From an optimization exercise on the open Yosys and OpenROAD flow, aimed at small area; shortcuts taken in it are not production practice.
At most, simulation tests tie the RTL to the original design; equivalence was not proved.
The clock port is modelled as an ideal driver, which makes a skipped or thinned clock tree look cheaper than it is; a real chip needs a root buffer or a tree.
Power and IR drop assume default switching activity.

== JK ==
// ALUUnit
module ALUUnit( input CK4,
                input [15:0] A,
                input [15:0] B,
                input [3:0] aluC,
                input [1:0] SH,
                output [15:0] C,
                output CY );
	wire [15:0] nZ;
	wire [15:0] shRes;
	wire carryOut;
	wire carryLoad;
	reg carryFlag;
	reg [15:0] OperandRegister1;
	reg [15:0] OperandRegister2;
	reg inst5;
	ALU inst1( .A(A), .B(B), .aluC(aluC), .carryIn(carryFlag),
	           .nZ(nZ), .carryOut(carryOut), .carryLoad(carryLoad) );
	shifter inst2( .nZ(nZ), .SH(SH), .C(shRes) );
	always @ (posedge CK4)
		if (carryLoad)
			carryFlag <= carryOut;
	always @ (posedge CK4)
		OperandRegister1 <= shRes;
	always @ (negedge CK4)
		OperandRegister2 <= OperandRegister1;
	always @ (negedge CK4)
		inst5 <= carryFlag;
	assign C = OperandRegister2;
	assign CY = inst5;
endmodule
Size in the first run: ~56 I/O pins.
==> flow/config.mk <==
export PLATFORM = sky130hd
export DESIGN_NAME = ALUUnit
export DESIGN_NICKNAME = ALUUnit
export VERILOG_FILES = /design/flow/design.v
export SDC_FILE = /design/flow/constraint.sdc
export NUM_CORES = 4
export LEC_CHECK = 0
export CAP_MARGIN = 0
export CORE_MARGIN = 2
export CORE_UTILIZATION = 40
export GPL_TIMING_DRIVEN = 0
export SETUP_SLACK_MARGIN = -0.2
export SLEW_MARGIN = 0
export SYNTH_HIERARCHICAL = 1
export SYNTH_MINIMUM_KEEP_SIZE = 0
==> flow/constraint.sdc <==
create_clock -name core_clock -period 5.5 [get_ports {CK4}]
set_input_delay 1.1000 -clock core_clock [delete_from_list [all_inputs] [get_ports {CK4}]]
set_output_delay 1.1000 -clock core_clock [all_outputs]
set_load 0.01 [all_outputs]
standard.sh (not shown) runs the stock make flow with config.mk's settings and CLKGATE_MAP_FILE= SYNTH_SCRIPT=/design/flow/synth_recipe.tcl, a recipe that flattens the netlist after the stock synthesis.
==> flow/flow/run.sh <==
#!/bin/bash
# Own flow: the standard layout (standard.sh) with a few ORFS hooks.
#  - every port keeps its buffer, made with the smallest buffer cell
#  - before floorplan, combinational cells go to their smallest drive
#    strength; the flow's timing repair upsizes only where timing needs it
#  - the clock network is built by hand (pre_cts.tcl): CK4 drives one clock
#    buffer for the rising-edge registers and the synthesis inverter for the
#    falling-edge ones
#  - power recovery after global routing downsizes cells with slack left
set -euo pipefail
here=$(pwd)
export BUFFER_PORTS_ARGS="-buffer_cell sky130_fd_sc_hd__buf_1"
export PRE_FLOORPLAN_TCL="$here/flow/downsize.tcl"
export PRE_CTS_TCL="$here/flow/pre_cts.tcl"
export FLOW_CLK_BUF=sky130_fd_sc_hd__clkbuf_8
export FLOW_CLK_INV=sky130_fd_sc_hd__clkinv_4
export RECOVER_POWER=100
bash standard.sh > "$here/standard_flow.log" 2>&1
Other scripts of this flow, unchanged in this note and not shown: flow/flow/downsize.tcl, flow/flow/pre_cts.tcl
The final layout from JK, which completed every stage, passed the timing, DRC and antenna checks at the end of the flow.
> inputs changed (JK -> MS)
Settings: changing SETUP_SLACK_MARGIN from -0.2 to -0.5.
Findings:
When MS is set beside JK, its delay of the slowest critical-path stage turns out to be 150 ps larger. Relative to JK, final critical path time including I/O delays and setup has gone up in MS. Compared with JK, MS degrades worst hold slack.
Function was not checked in any run of this note: the RTL went through the layout flow alone. No run of this note takes its clock network from TritonCTS; it comes from the design's own scripts or RTL.

========
Setup of AL:
ALUUnit, a different RTL version from the one above (not shown whole).
Size in the first run: roughly 56 I/O pins.
Settings: LEC_CHECK=0, CAP_MARGIN=20, CORE_MARGIN=2, CORE_UTILIZATION=40, GPL_TIMING_DRIVEN=0, SLEW_MARGIN=20, SYNTH_HIERARCHICAL=1, SYNTH_MINIMUM_KEEP_SIZE=0; clock period 5.5 ns.
==> flow/flow/run.sh <==
#!/bin/bash
# Own flow: the standard layout (standard.sh) with a few ORFS hooks.
#  - every port keeps its buffer, made with the smallest buffer cell
#  - before floorplan, combinational cells go to their smallest drive
#    strength; the flow's timing repair upsizes only where timing needs it
#  - power recovery after global routing downsizes cells with slack left
set -euo pipefail
here=$(pwd)
export BUFFER_PORTS_ARGS="-buffer_cell sky130_fd_sc_hd__buf_1"
export PRE_FLOORPLAN_TCL="$here/flow/downsize.tcl"
export RECOVER_POWER=100
bash standard.sh > "$here/standard_flow.log" 2>&1
==> flow/flow/downsize.tcl <==
# Swap each combinational cell for the smallest cell of its family
# (same function and pins, e.g. a222oi_2 -> a222oi_1).
set db [ord::get_db]
set fam {}
foreach lib [$db getLibs] {
  foreach m [$lib getMasters] {
    set n [$m getName]
    if { [regexp {^(sky130_fd_sc_hd__[a-z0-9]+)_([0-9]+)$} $n -> base drive] } {
      set area [expr { [$m getWidth] * [$m getHeight] }]
      if { ![dict exists $fam $base] || $area < [lindex [dict get $fam $base] 1] || \
           ($area == [lindex [dict get $fam $base] 1] && $drive > [lindex [dict get $fam $base] 2]) } {
        dict set fam $base [list $m $area $drive]
      }
    }
  }
}
set swapped 0
foreach inst [[ord::get_db_block] getInsts] {
  set m [$inst getMaster]
  set n [$m getName]
  if { ![regexp {^(sky130_fd_sc_hd__[a-z0-9]+)_([0-9]+)$} $n -> base drive] } { continue }
  if { [regexp {^sky130_fd_sc_hd__(s?e?df|dl|sdl|clk|conb|tap|fill|decap|diode)} $n] } { continue }
  set best [lindex [dict get $fam $base] 0]
  if { [$best getName] ne $n } {
    $inst swapMaster $best
    incr swapped
  }
}
puts "downsize.tcl: swapped $swapped cells to their smallest drive strength"
Input-level comparison between PW and AL:
-- flow/flow/run.sh --
<<< AL, line 6
#  - power recovery after global routing downsizes cells with slack left
set -euo pipefail
>>> PW, line 6
#  - power recovery after global routing downsizes cells with slack left
#  - CTS: no dummy loads, and the falling-edge registers share one clock inverter
set -euo pipefail
<<< AL, line 11
export RECOVER_POWER=100
bash standard.sh > "$here/standard_flow.log" 2>&1
>>> PW, line 12
export RECOVER_POWER=100
export PRE_CTS_TCL="$here/flow/pre_cts.tcl"
export CTS_ARGS="-sink_clustering_enable -repair_clock_nets -dont_use_dummy_load"
bash standard.sh > "$here/standard_flow.log" 2>&1
==> flow/flow/pre_cts.tcl (new file) <==
# Keep the falling-edge registers on one shared clock inverter instead of
# one cloned inverter per register; CTS buffers the inverted clock itself.
proc repair_clock_inverters { args } {
  puts "pre_cts.tcl: clock inverters left shared"
}
[summary]
PW vs AL: number of gates resized after cts down in PW
PW ends up with a combinational share of power that is 0.7 points lower than in AL.
Count of inverters not on the clock network in the layout, PW and AL, lower one = AL.
AL → PW: switching share of power dropped 4.0 points, via total after detailed routing lower.
PW: flow completed, timing, DRC and antenna clean
Minimum clock period: higher on AL
AL → PW: count of buffer and inverter cells on the critical path about even, global-route wire length before repair lower, pin slew with the least headroom to its limit went down.
~same clock share of power in PW and AL
No functional check of the RTL was part of any run of this note.

========
ALUUnit, a different RTL version from the one above (not shown whole).
Size: roughly 230 cells after synthesis.
Design ALUUnit, start of the top module:
module ALUUnit( input CK4,
                input [15:0] A,
                input [15:0] B,
                input [3:0] aluC,
                input [1:0] SH,
                output [15:0] C,
                output CY );
Settings: LEC_CHECK=0, CAP_MARGIN=0, CORE_MARGIN=2, CORE_UTILIZATION=50, GPL_TIMING_DRIVEN=0, SETUP_SLACK_MARGIN=-0.2, SLEW_MARGIN=0, SYNTH_HIERARCHICAL=1, SYNTH_MINIMUM_KEEP_SIZE=0; clock period 5.5 ns.
==> flow/flow/run.sh <==
#!/bin/bash
# Own flow: the standard layout (standard.sh) with a few ORFS hooks.
#  - every port keeps its buffer, made with the smallest buffer cell
#  - before floorplan, combinational cells go to their smallest drive
#    strength; the flow's timing repair upsizes only where timing needs it
#  - the clock network is built by hand (pre_cts.tcl): CK4 drives one clock
#    buffer for the rising-edge registers and the synthesis inverter for the
#    falling-edge ones
#  - power recovery after global routing downsizes cells with slack left
set -euo pipefail
here=$(pwd)
export BUFFER_PORTS_ARGS="-buffer_cell sky130_fd_sc_hd__buf_1"
export PRE_FLOORPLAN_TCL="$here/flow/downsize.tcl"
export PRE_CTS_TCL="$here/flow/pre_cts.tcl"
export FLOW_CLK_BUF=sky130_fd_sc_hd__buf_6
export FLOW_CLK_INV=sky130_fd_sc_hd__clkinv_4
export RECOVER_POWER=100
bash standard.sh > "$here/standard_flow.log" 2>&1
==> flow/flow/pre_cts.tcl <==
# Clock network built by hand instead of by CTS.  The design has 18
# rising-edge registers on CK4 and 17 falling-edge registers behind the
# clock inverter that synthesis made.  CK4 drives two cells only: one clock
# buffer for the rising-edge registers and that inverter, sized up, for the
# falling-edge ones.  Each register sees a single clock cell, so the
# registers of each edge get their clock at nearly the same time.
proc repair_clock_inverters { args } {
  puts "pre_cts.tcl: falling-edge registers keep their shared clock inverter"
}

proc my_place_near { inst iterms } {
  set n 0; set sx 0; set sy 0
  foreach it $iterms {
    set loc [[$it getInst] getLocation]
    set sx [expr { $sx + [lindex $loc 0] }]
    set sy [expr { $sy + [lindex $loc 1] }]
    incr n
  }
  $inst setLocation [expr { $sx / $n }] [expr { $sy / $n }]
  $inst setPlacementStatus PLACED
}

rename clock_tree_synthesis my_unused_clock_tree_synthesis
proc clock_tree_synthesis { args } {
  set db [ord::get_db]
  set block [ord::get_db_block]
  set ck [$block findNet CK4]
  set regs {}
  set invs {}
  foreach it [$ck getITerms] {
    set m [[$it getInst] getMaster]
    if { [$m isSequential] } {
      lappend regs $it
    } elseif { [string match "sky130_fd_sc_hd__*inv_*" [$m getName]] } {
      lappend invs $it
    } else {
      error "pre_cts.tcl: unexpected clock load [[$it getInst] getName] ([$m getName])"
    }
  }
  if { [llength $invs] != 1 } { error "pre_cts.tcl: expected one clock inverter, found [llength $invs]" }
  $ck setSigType CLOCK

  # rising edge: CK4 -> clkbuf -> registers
  set buf [odb::dbInst_create $block [$db findMaster $::env(FLOW_CLK_BUF)] clkbuf_0_CK4]
  set net [odb::dbNet_create $block clknet_0_CK4]
  $net setSigType CLOCK
  [$buf findITerm A] connect $ck
  [$buf findITerm X] connect $net
  foreach it $regs {
    $it disconnect
    $it connect $net
  }
  my_place_near $buf $regs

  # falling edge: the synthesis inverter, sized for its registers
  set inv [[lindex $invs 0] getInst]
  $inv swapMaster [$db findMaster $::env(FLOW_CLK_INV)]
  set onet [[$inv findITerm Y] getNet]
  $onet setSigType CLOCK
  set oregs {}
  foreach it [$onet getITerms] {
    if { [[$it getInst] getName] ne [$inv getName] } { lappend oregs $it }
  }
  my_place_near $inv $oregs
  puts "pre_cts.tcl: [llength $regs] rising-edge registers on [$buf getName],\
    [llength $oregs] falling-edge registers on [$inv getName]"
  set_propagated_clock [all_clocks]
}
Scripts as last shown in full above: flow/flow/downsize.tcl
The first run finished with timing, DRC and antenna clean.
==> next run, changes <==
--- a/flow/flow/run.sh
+++ b/flow/flow/run.sh
@@ -14,3 +14,3 @@
 export PRE_CTS_TCL="$here/flow/pre_cts.tcl"
-export FLOW_CLK_BUF=sky130_fd_sc_hd__buf_6
+export FLOW_CLK_BUF=sky130_fd_sc_hd__clkbuf_8
 export FLOW_CLK_INV=sky130_fd_sc_hd__clkinv_4
- The changed run passed the timing, DRC and antenna checks
- worst setup slack is better by 0.042 ns
- sequential share of layout area stays flat
- power increases slightly
- first-iteration DRC count increases by a few percent
In every run of this note, the design's own scripts or RTL, not TritonCTS, make the clock network.
